This is an optimization exercise on Yosys and OpenROAD, whose aim is small area, a short achievable clock period and few clock cycles per item, not a production implementation. Only simulation tests tie the RTL to the original design; equivalence was not proved. Power is estimated from default activity; no workload was simulated.

==> flow/design.v (excerpt) <==
module axi_system_top #
(
    parameter ADDR_WIDTH = 32,
    parameter DATA_WIDTH = 32,
    parameter NUM_REGS   = 16
)
(
    input                       aclk,
    input                       aresetn,
    input                       m_wr_req,
    input   [ADDR_WIDTH-1:0]    m_wr_addr,
    input   [DATA_WIDTH-1:0]    m_wr_data,
    input   [DATA_WIDTH/8-1:0]  m_wr_strb,
    output                      m_wr_done,
    output  [1:0]               m_wr_resp,
    input                       m_rd_req,
    input   [ADDR_WIDTH-1:0]    m_rd_addr,
    output  [DATA_WIDTH-1:0]    m_rd_data,
    output                      m_rd_done,
    output  [1:0]               m_rd_resp
);
Size: ~1200 cells after synthesis, roughly 560 flip-flops, ~0.020 mm^2 of cells after synthesis.
==> flow/config.mk <==
export PLATFORM = sky130hd
export DESIGN_NAME = axi_system_top
export DESIGN_NICKNAME = axi_system_top
export VERILOG_FILES = /design/flow/design.v
export SDC_FILE = /design/flow/constraint.sdc
export NUM_CORES = 4
export LEC_CHECK = 0
export CAP_MARGIN = 20
export CORE_MARGIN = 2
export CORE_UTILIZATION = 66
export CTS_CLUSTER_DIAMETER = 80
export CTS_CLUSTER_SIZE = 30
export SETUP_SLACK_MARGIN = 2.15
export SLEW_MARGIN = 20
==> flow/constraint.sdc <==
create_clock -name core_clock -period 4.0 [get_ports {aclk}]
set_input_delay 0.8000 -clock core_clock [delete_from_list [all_inputs] [get_ports {aclk}]]
set_output_delay 0.8000 -clock core_clock [all_outputs]
set_load 0.01 [all_outputs]
standard.sh (not shown) runs the stock make flow with config.mk's settings and CLKGATE_MAP_FILE= SYNTH_SCRIPT=/design/flow/synth_recipe.tcl, a recipe that flattens the netlist after the stock synthesis.
==> flow/flow/run.sh <==
#!/bin/bash
# The standard layout, with the resizer free to change a cell's footprint.
set -euo pipefail
bash standard.sh MATCH_CELL_FOOTPRINT=0 "BUFFER_PORTS_ARGS=-buffer_cell sky130_fd_sc_hd__buf_1" finish > standard.log 2>&1
The first run finished clean.
Testbench counts at the start, summed over its fixed seeds: cycles 6,168, items 8,192.
Rerun with:
CORE_UTILIZATION = 60   (was 66)
SETUP_SLACK_MARGIN = 2.1   (was 2.15)
=> The new run completed with no timing, DRC or antenna violations; fmax climbs by about 2.6%; worst hold slack got worse by 8.9 ps; first-iteration DRC count drops by 20%.
Rerun with:
CORE_UTILIZATION = 68   (was 60)
GPL_TIMING_DRIVEN = 0   (was default)
=>
- power increases by about 4%
- synthesized area stays the same
- utilization increases by 14 points
- setup slack degrades by 180 ps
- count of clock-buffer cells in the layout decreases by 4
- non-clock buffer count increases by 53
- cell count decreases by 0.39%
Rerun with:
GPL_TIMING_DRIVEN = default   (was 0)
Effect: Fmax climbs by about 11%; total power drops by about 4%; area after synthesis stays the same.
Rerun with:
CORE_UTILIZATION = 64   (was 68)
Result: Worst setup slack got worse by 47 ps. Wire length is lower by 7.2%. Clock skew rises by 6.0 ps. Via count decreases by about 5%. Critical path depth fell by 2. Cell area barely changes.
Rerun with:
==> flow/flow/run.sh (replaced) <==
#!/bin/bash
# The standard layout, with the resizer free to change a cell's footprint,
# plain buf_1 cells as the port buffers (upsized by the resizer as needed),
# and an extra gate-sizing pass after global route (flow/post_grt.tcl).
set -euo pipefail
export POST_GLOBAL_ROUTE_TCL="$PWD/flow/post_grt.tcl"
bash standard.sh MATCH_CELL_FOOTPRINT=0 "BUFFER_PORTS_ARGS=-buffer_cell sky130_fd_sc_hd__buf_1" \
  "POST_GLOBAL_ROUTE_TCL=$PWD/flow/post_grt.tcl" finish > standard.log 2>&1
==> flow/flow/post_grt.tcl (new file) <==
puts "post_grt: extra sizing to setup margin 2.3"
estimate_parasitics -global_routing
report_worst_slack -max
repair_timing -setup -setup_margin 2.3 -repair_tns 0 -sequence "sizeup,swap,buffer,clone" -verbose
global_route -start_incremental
detailed_placement
global_route -end_incremental
estimate_parasitics -global_routing
report_worst_slack -max
CORE_UTILIZATION = 66   (was 64)
Result: Maximum frequency increases by 4.2%. Routed wire length increases by 1.3%. Count of clock-buffer cells in the layout increases by 2. Clock power is about the same. Worst setup slack gains 79 ps. Hold slack is about the same. Cell area increases by 0.40%. First-iteration DRC count increases by 7.7%.

axi_system_top again, from the RTL that the note above started with.
clock: 4.0 ns
lec_check: 0
cap_margin: 20
core_margin: 2
core_utilization: 66
cts_cluster_diameter: 80
cts_cluster_size: 30
setup_slack_margin: 2.1
slew_margin: 20
==> flow/flow/run.sh <==
#!/bin/bash
# The standard layout, with the resizer free to change a cell's footprint,
# plain buf_1 cells as the port buffers (upsized by the resizer as needed),
# and an extra gate-sizing pass after global route (flow/post_grt.tcl).
set -euo pipefail
export POST_GLOBAL_ROUTE_TCL="$PWD/flow/post_grt.tcl"
bash standard.sh MATCH_CELL_FOOTPRINT=0 "BUFFER_PORTS_ARGS=-buffer_cell sky130_fd_sc_hd__buf_1" \
  "POST_GLOBAL_ROUTE_TCL=$PWD/flow/post_grt.tcl" finish > standard.log 2>&1
==> flow/flow/post_grt.tcl <==
puts "post_grt: extra sizing to setup margin 2.3"
estimate_parasitics -global_routing
report_worst_slack -max
repair_timing -setup -setup_margin 2.3 -repair_tns 0 -sequence "sizeup,swap" -verbose
global_route -start_incremental
detailed_placement
global_route -end_incremental
estimate_parasitics -global_routing
report_worst_slack -max
The first run finished clean.
Testbench counts at the start, summed over its fixed seeds: cycles 6,168, items 8,192.
==> next run, changes <==
==> flow/flow/run.sh (replaced) <==
#!/bin/bash
# The standard layout, with the resizer free to change a cell's footprint.
set -euo pipefail
bash standard.sh MATCH_CELL_FOOTPRINT=0 "BUFFER_PORTS_ARGS=-buffer_cell sky130_fd_sc_hd__buf_1" finish > standard.log 2>&1
- CORE_UTILIZATION: 66 -> 50
- PLACE_DENSITY: unset -> 0.85
removed: flow/flow/post_grt.tcl
After rerunning:
- clock power went down by about 2%
- total power climbs by 0.76%
- cell area grows by 2.7%
==> next run, changes <==
==> flow/flow/run.sh (replaced) <==
#!/bin/bash
# The standard layout, with the resizer free to change a cell's footprint,
# plain buf_1 cells as the port buffers (upsized by the resizer as needed),
# and an extra gate-sizing pass after global route (flow/post_grt.tcl).
set -euo pipefail
export POST_GLOBAL_ROUTE_TCL="$PWD/flow/post_grt.tcl"
bash standard.sh MATCH_CELL_FOOTPRINT=0 "BUFFER_PORTS_ARGS=-buffer_cell sky130_fd_sc_hd__buf_1" \
  "POST_GLOBAL_ROUTE_TCL=$PWD/flow/post_grt.tcl" finish > standard.log 2>&1
==> flow/flow/post_grt.tcl (new file) <==
puts "post_grt: extra sizing to setup margin 2.3"
estimate_parasitics -global_routing
report_worst_slack -max
repair_timing -setup -setup_margin 2.3 -repair_tns 0 -sequence "sizeup,swap" -verbose
global_route -start_incremental
detailed_placement
global_route -end_incremental
estimate_parasitics -global_routing
report_worst_slack -max
- CORE_UTILIZATION: 50 -> 68
- PLACE_DENSITY: 0.85 -> unset
- power fell by 1.1%
- worst setup slack improved by 0.31 ns
- final area fell by about 2.3%
- combinational power fell by about 10%
- count of clock-buffer cells in the layout fell by 2
- die area fell by about 26%
==> next run, changes <==
==> flow/flow/run.sh (replaced) <==
#!/bin/bash
# The standard layout, with the resizer free to change a cell's footprint.
set -euo pipefail
bash standard.sh MATCH_CELL_FOOTPRINT=0  finish > standard.log 2>&1
- CORE_UTILIZATION: 68 -> 60
- SETUP_SLACK_MARGIN: 2.1 -> 2.0
removed: flow/flow/post_grt.tcl
What happened: The changed run finished with timing, DRC and antenna clean. Synthesized area does not change. Via count shrinks by 3.7%. Setup slack gets worse by 0.016 ns. Total power went up by 0.45%. Utilization decreases by 7.7 points.
==> next run, changes <==
==> flow/flow/run.sh (replaced) <==
#!/bin/bash
# The standard layout, with the resizer free to change a cell's footprint.
set -euo pipefail
bash standard.sh MATCH_CELL_FOOTPRINT=0 "BUFFER_PORTS_ARGS=-buffer_cell sky130_fd_sc_hd__buf_1" finish > standard.log 2>&1
- CORE_UTILIZATION: 60 -> 72
- SETUP_SLACK_MARGIN: 2.0 -> 2.1
=> Flip-flop and latch count is unchanged. Routed wire length increases by 5.2%. Register-to-register slack gains 0.04 ns. Total power decreases by 1.6%.

afterwards: timing with drivers on the ports:
No port has a modelled driver above. Below, the same layouts with a new extraction and two added sets of constraints.
Step 1, drivers: a clkbuf_16 drives aclk and a buf_2 each remaining input, both assumed.
Step 2, shift: input delay + t, output delay - t, t = (earliest + latest rising clock arrival at the registers) / 2. This alone moves slack from input paths to output paths.
Slacks: no drivers / after step 1 / after step 2; pairs: no drivers / after step 1.
run | shift t [ns] | setup WS [ns] | worst setup path at the end
the first run of note 1 | 0.609 | 2.025 / 2.054 / 1.445 | input to register
the second run of note 1 | 0.615 | 2.074 / 2.065 / 1.450 | input to register
the third run of note 1 | 0.627 | 1.890 / 1.874 / 1.247 | input to register
the fourth run of note 1 | 0.605 | 2.106 / 2.084 / 1.494 | input to register
the fifth run of note 1 | 0.621 | 2.059 / 2.022 / 1.400 | input to register
the sixth run of note 1 | 0.619 | 2.138 / 2.082 / 1.536 | input to register
the first run of note 2 | 0.615 | 2.128 / 2.073 / 1.548 | input to register
the second run of note 2 | 0.621 | 1.760 / 1.748 / 1.128 | input to register
the third run of note 2 | 0.605 | 2.067 / 2.091 / 1.486 | input to register
the fourth run of note 2 | 0.615 | 2.051 / 2.026 / 1.439 | input to register
the fifth run of note 2 | 0.609 | 1.988 / 2.014 / 1.406 | input to register
After both steps every run listed still meets setup and hold. The setup slack of the fifth run of note 1, which loses most, moves by -0.037 ns with the drivers and by -0.659 ns with both steps.
